Background: an optimization exercise with open tools, aiming at small area. Do not read the settings as production practice.
Function was checked by simulation only, so behaviour that the tests miss may differ from the original.
The clock port is modelled as an ideal driver; clocking choices that lean on that would not hold on a real chip.
No activity file was given, so power comes from the tool's default toggle rates.

==> run F: inputs <==
// mimaqi_hxh
module mimaqi_hxh (
        input         clk,
        input         rst,
        input  [3:0]  inrow,
        output [3:0]  outcol,
        output [7:0]  segData,
        output [3:0]  segCtl,
        output        led_1,
        output        led_2,
        output        led_3,
        output        led_22,
        output        led_33,
        output        led_333,
        output        led_0,
        output        led_00,
        output        led_000,
        output        led_0000,
        output        led_00000,
        output        led_000000,
        output        led_0000000,
        output        change_lemp,
        output        change_lemp1,
        output        flag_b,
        output        bee
    );
    reg [6:0] cnt;
    reg [2:0] m7;
    reg [2:0] m5;
    always @(posedge clk)
        if (rst) begin
            cnt <= 7'd0;
            m7  <= 3'b001;
            m5  <= 3'b000;
        end else begin
            cnt <= cnt + 7'd1;
            m7  <= {m7[1:0], m7[2] ^ m7[1]};
            m5  <= {m5[1:0], ~(m5[2] | m5[1])};
        end
    wire [1:0] ph = cnt[1:0];
  ...
export LEC_CHECK = 0
export CAP_MARGIN = 20
export CORE_MARGIN = 2
export CORE_UTILIZATION = 40
export GPL_TIMING_DRIVEN = 0
export SLEW_MARGIN = 20
create_clock -name core_clock -period 10.0 [get_ports {clk}]
standard.sh (not shown) runs the stock make flow with config.mk's settings and CLKGATE_MAP_FILE= SYNTH_SCRIPT=/design/flow/synth_recipe.tcl, a recipe that flattens the netlist after the stock synthesis.
==> flow/flow/run.sh <==
#!/bin/bash
set -euo pipefail
W=$PWD
R=$W/orfs/results/$FLOW_PLATFORM/mimaqi_hxh/base

bash standard.sh synth > "$W/log_1_standard_synth.log" 2>&1

cp "$R/1_2_yosys.v" "$W/standard_1_2_yosys.v"
REMAP_LIB=$FLOW_HOME/platforms/$FLOW_PLATFORM/lib/sky130_fd_sc_hd__tt_025C_1v80.lib \
REMAP_IN=$W/standard_1_2_yosys.v \
REMAP_OUT=$R/1_2_yosys.v \
REMAP_STAT=$W/remap_stat.txt \
REMAP_TOP=$FLOW_TOP \
REMAP_DONT_USE="sky130_fd_sc_hd__probe_p_8 sky130_fd_sc_hd__probec_p_8 sky130_fd_sc_hd__lpflow_*" \
REMAP_SCRIPT=$W/flow/remap.abc \
  yosys -c "$W/flow/remap.tcl" > "$W/log_2_remap.log" 2>&1
touch "$R/1_2_yosys.v"

export REMOVE_ABC_BUFFERS=1
export SKIP_REPAIR_TIE_FANOUT=1
bash standard.sh place > "$W/log_3_standard_place.log" 2>&1
bash standard.sh run RUN_SCRIPT="$W/flow/my_cts.tcl" RUN_LOG_NAME_STEM=4_1_cts_manual > "$W/log_4_manual_cts.log" 2>&1
bash standard.sh > "$W/log_5_standard_finish.log" 2>&1
==> flow/flow/my_cts.tcl <==
# The standard flow's CTS step (ORFS scripts/cts.tcl) with clock_tree_synthesis replaced
# by a small manual clock tree (manual_tree.tcl): one clkbuf_8 root buffer at the
# clock port's net feeding 4 x 5 clkbuf_4 leaf buffers, each next to its group of
# registers. Everything after the tree is as in ORFS's cts.tcl.
utl::set_metrics_stage "cts__{}"
source $::env(SCRIPTS_DIR)/load.tcl
erase_non_stage_variables cts
load_design 3_place.odb 3_place.sdc

repair_clock_inverters

source [file join [file dirname [info script]] manual_tree.tcl]
# the clock port's net has the port's name
set clk_net ""
foreach clock [all_clocks] {
  foreach src [get_property $clock sources] {
    set clk_net [get_full_name $src]
  }
}
manual_clock_tree $clk_net sky130_fd_sc_hd__clkbuf_4 sky130_fd_sc_hd__clkbuf_8 4 5
set_propagated_clock [all_clocks]

utl::push_metrics_stage "cts__{}__pre_repair_timing"
log_cmd estimate_parasitics -placement
utl::pop_metrics_stage

set_placement_padding -global \
  -left $::env(CELL_PAD_IN_SITES_DETAIL_PLACEMENT) \
  -right $::env(CELL_PAD_IN_SITES_DETAIL_PLACEMENT)
detailed_placement
log_cmd estimate_parasitics -placement

if { !$::env(SKIP_CTS_REPAIR_TIMING) } {
  repair_timing_helper
  detailed_placement
  check_placement -verbose
}

report_metrics 4 "cts final"

orfs_write_db $::env(RESULTS_DIR)/4_1_cts.odb
orfs_write_sdc $::env(RESULTS_DIR)/4_cts.sdc
Other scripts of this flow, unchanged in this note and not shown: flow/flow/manual_tree.tcl, flow/flow/remap.abc, flow/flow/remap.tcl
==> inputs of run Y, as changes to run F <==
--- a/flow/design.v
+++ b/flow/design.v
@@ -147,17 +147,17 @@
     wire st_pw  = rel && !k1 && is_a && fb && eq_c;
     always @(posedge clk)
         if (rst) begin
             ft <= 3'd1; fb <= 1'b0; cl <= 1'b0; cl1 <= 1'b0; k2 <= 1'b0; fz <= 1'b0;
         end else if (rel) begin
             ft <= nft; fb <= nfb; cl <= ncl; cl1 <= ncl1; k2 <= nk2; fz <= nfz;
         end
     reg clr;
-    always @(posedge clk) clr <= rst | (clr & (cnt[3:0] != 4'd10));
+    always @(posedge clk) clr <= rst | (clr & (ph != 2'd2));
     wire zap = rst | clr;
     wire [15:0] pin_n = sh_pin ? {pin[15:12], kc, pin[7:0]} : {pin[3:0], pin[15:4]};
     wire [15:0] pch_n = st_pch ? {pin[3:0], pin[15:4]} : {pch[3:0], pch[15:4]};
     wire [15:0] pw_n  = st_pw  ? {pch[3:0], pch[15:4]} : {pw[3:0], pw[15:4]};
     always @(posedge clk) begin
         pin <= {zap ? 4'd0 : pin_n[15:12], pin_n[11:0]};
         pch <= {zap ? 4'd0 : pch_n[15:12], pch_n[11:0]};
         pw  <= {zap ? 4'd8 : pw_n[15:12],  pw_n[11:0]};
@@ -239,30 +239,32 @@
         lednum <= {zap ? 4'd0 : n3, n2, n1, n0};
         if (rst) flagc <= 2'd0;
         else if (op_wr) flagc <= flagc + 2'd1;
     end
     reg [15:0] snap;
     wire [15:0] snap_n = disp_en ? {lednum[3:0], lednum[15:4]} : {snap[3:0], snap[15:4]};
     always @(posedge clk)
         snap <= {zap ? 4'd0 : snap_n[15:12], snap_n[11:0]};
-    reg [1:0] ss;
+    reg [3:0] ctl;
     reg [3:0] sg;
-    wire [3:0] nsg = (ss == 2'd0) ? snap[11:8] : (ss == 2'd1) ? snap[15:12] :
-                     (ss == 2'd2) ? snap[3:0]  : snap[7:4];
-    wire blank = clr & (cnt[3:0] == 4'd0);    
-    always @(posedge clk)
-        if (rst) begin
-            ss <= 2'd0;
-            sg <= 4'd0;
+    wire [3:0] nctl = (ctl == 4'd0) ? 4'b0001 : {ctl[2:0], ctl[3]};
+    wire [3:0] nsg  = ({4{nctl[0]}} & snap[11:8]) | ({4{nctl[1]}} & snap[15:12]) |
+                      ({4{nctl[2]}} & snap[3:0])  | ({4{nctl[3]}} & snap[7:4]);
+    reg blank;             
+    always @(posedge clk) begin
+        blank <= rst;
+        if (rst) begin
+            ctl <= 4'd0;
+            sg  <= 4'd0;
         end else if (seg_upd) begin
-            ss <= ss + 2'd1;
-            sg <= nsg;
-        end
-    wire [3:0] ctl = clr ? 4'b0000 : (4'b0001 << (ss - 2'd1));
+            ctl <= nctl;
+            sg  <= nsg;
+        end
+    end
     assign segCtl = ctl;
     assign segData =
         blank         ? 8'b1111_1111 :
         (sg == 4'd0)  ? 8'b1100_0000 :
         (sg == 4'd1)  ? 8'b1111_1001 :
         (sg == 4'd2)  ? 8'b1010_0100 :
         (sg == 4'd3)  ? 8'b1011_0000 :
         (sg == 4'd4)  ? 8'b1001_1001 :
==> flow/flow/run.sh (replaced) <==
#!/bin/bash
# Own layout flow: the standard synthesis, then an area-oriented re-mapping
# of the combinational logic only (every flip-flop instance, its name and its
# cell type stay as the standard synthesis made them), then the standard
# layout steps, except that the clock tree is a small manual one (my_cts.tcl).
# Each tool's full output goes to a log file of its own in the work folder.
set -euo pipefail
W=$PWD
R=$W/orfs/results/$FLOW_PLATFORM/mimaqi_hxh/base

bash standard.sh synth > "$W/log_1_standard_synth.log" 2>&1

cp "$R/1_2_yosys.v" "$W/standard_1_2_yosys.v"
REMAP_LIB=$FLOW_HOME/platforms/$FLOW_PLATFORM/lib/sky130_fd_sc_hd__tt_025C_1v80.lib \
REMAP_IN=$W/standard_1_2_yosys.v \
REMAP_OUT=$R/1_2_yosys.v \
REMAP_STAT=$W/remap_stat.txt \
REMAP_TOP=$FLOW_TOP \
REMAP_DONT_USE="sky130_fd_sc_hd__probe_p_8 sky130_fd_sc_hd__probec_p_8 sky130_fd_sc_hd__lpflow_*" \
REMAP_SCRIPT=$W/flow/remap.abc \
  yosys -c "$W/flow/remap.tcl" > "$W/log_2_remap.log" 2>&1
touch "$R/1_2_yosys.v"

bash standard.sh place > "$W/log_3_standard_place.log" 2>&1
bash standard.sh run RUN_SCRIPT="$W/flow/my_cts.tcl" RUN_LOG_NAME_STEM=4_1_cts_manual > "$W/log_4_manual_cts.log" 2>&1
bash standard.sh > "$W/log_5_standard_finish.log" 2>&1
--- a/flow/flow/my_cts.tcl
+++ b/flow/flow/my_cts.tcl
@@ -1,11 +1,11 @@
 # The standard flow's CTS step (ORFS scripts/cts.tcl) with clock_tree_synthesis replaced
-# by a small manual clock tree (manual_tree.tcl): one clkbuf_8 root buffer at the
-# clock port's net feeding 4 x 5 clkbuf_4 leaf buffers, each next to its group of
+# by a small manual clock tree (manual_tree.tcl): one root buffer at the
+# clock port's net feeding 3 x 4 leaf buffers, each next to its group of
 # registers. Everything after the tree is as in ORFS's cts.tcl.
 utl::set_metrics_stage "cts__{}"
 source $::env(SCRIPTS_DIR)/load.tcl
 erase_non_stage_variables cts
 load_design 3_place.odb 3_place.sdc
 
 repair_clock_inverters
 
Settings changed: GPL_TIMING_DRIVEN 0 to unset.
==> comparison table <==
| metric | run F | run Y |
|---|---|---|
| DRT Wirelength | 13600 µm | 13800 µm |
| Outcome | timing/DRC/antenna clean | timing/DRC/antenna clean |
| Power attributed to sequential cells | 0.000736 W | 0.000746 W |
| Avg WL per Cell | 14.3 µm | 14.4 µm |
| Later-pin clock latency in the skew report | 0.47 ns | 0.48 ns |
| Met3 WL post-DR | 650 µm | 635 µm |
| Sw Pwr | 0.000247 W | 0.000239 W |
| Largest net degree at the start of global routing | 40 | 42 |
| Horizontal die dimension | 131 µm | 131 µm |
| Highest net fanout along the worst path | 5 | 7 |
| Total number of nets in the final design | 738 | 749 |
| Power density over cell area | 155 nW/µm² | 152 nW/µm² |
| Total of fill cells in the finished design | 1575 | 1604 |
| Register Area | 3760 µm² | 3820 µm² |
| Fraction of area in multi-input gates | 0.314 | 0.308 |
| Initial DRC Count | 214 | 388 |
| Logic depth of the worst register-to-register path | 12 | 9 |
| Effective utilization at floorplan | 0.407 | 0.409 |
| Number of sequential cells | 178 | 181 |
| Fraction of layout instances using a drive strength above 1 | 0.0370 | 0.0351 |
| Final non-filler cell total | 946 | 957 |

port drivers added, routing unchanged:
The results above use ideal ports. As a check the final layouts listed here were re-extracted and re-timed, cells and wires unchanged. Step 1 assumes that a clkbuf_16 drives the clock port and a buf_2 every other input. Step 2, shift: input delay + t, output delay - t, t = (earliest + latest rising clock arrival at the registers) / 2. This alone moves slack from input paths to output paths. Slacks: ideal / step 1 / step 2; pairs: ideal / step 1.
run	t, ns	setup slack, ns	slew at the worst register clock pin (ns)	worst data-port slew with drivers (ns)	cell pins on the clock port's net
run F	0.494	4.696 / 4.663 / 5.157	0.11 / 0.11	0.03	1
run Y	0.498	5.412 / 5.376 / 5.646	0.11 / 0.11	0.03	1
After both steps every run listed still meets setup and hold.
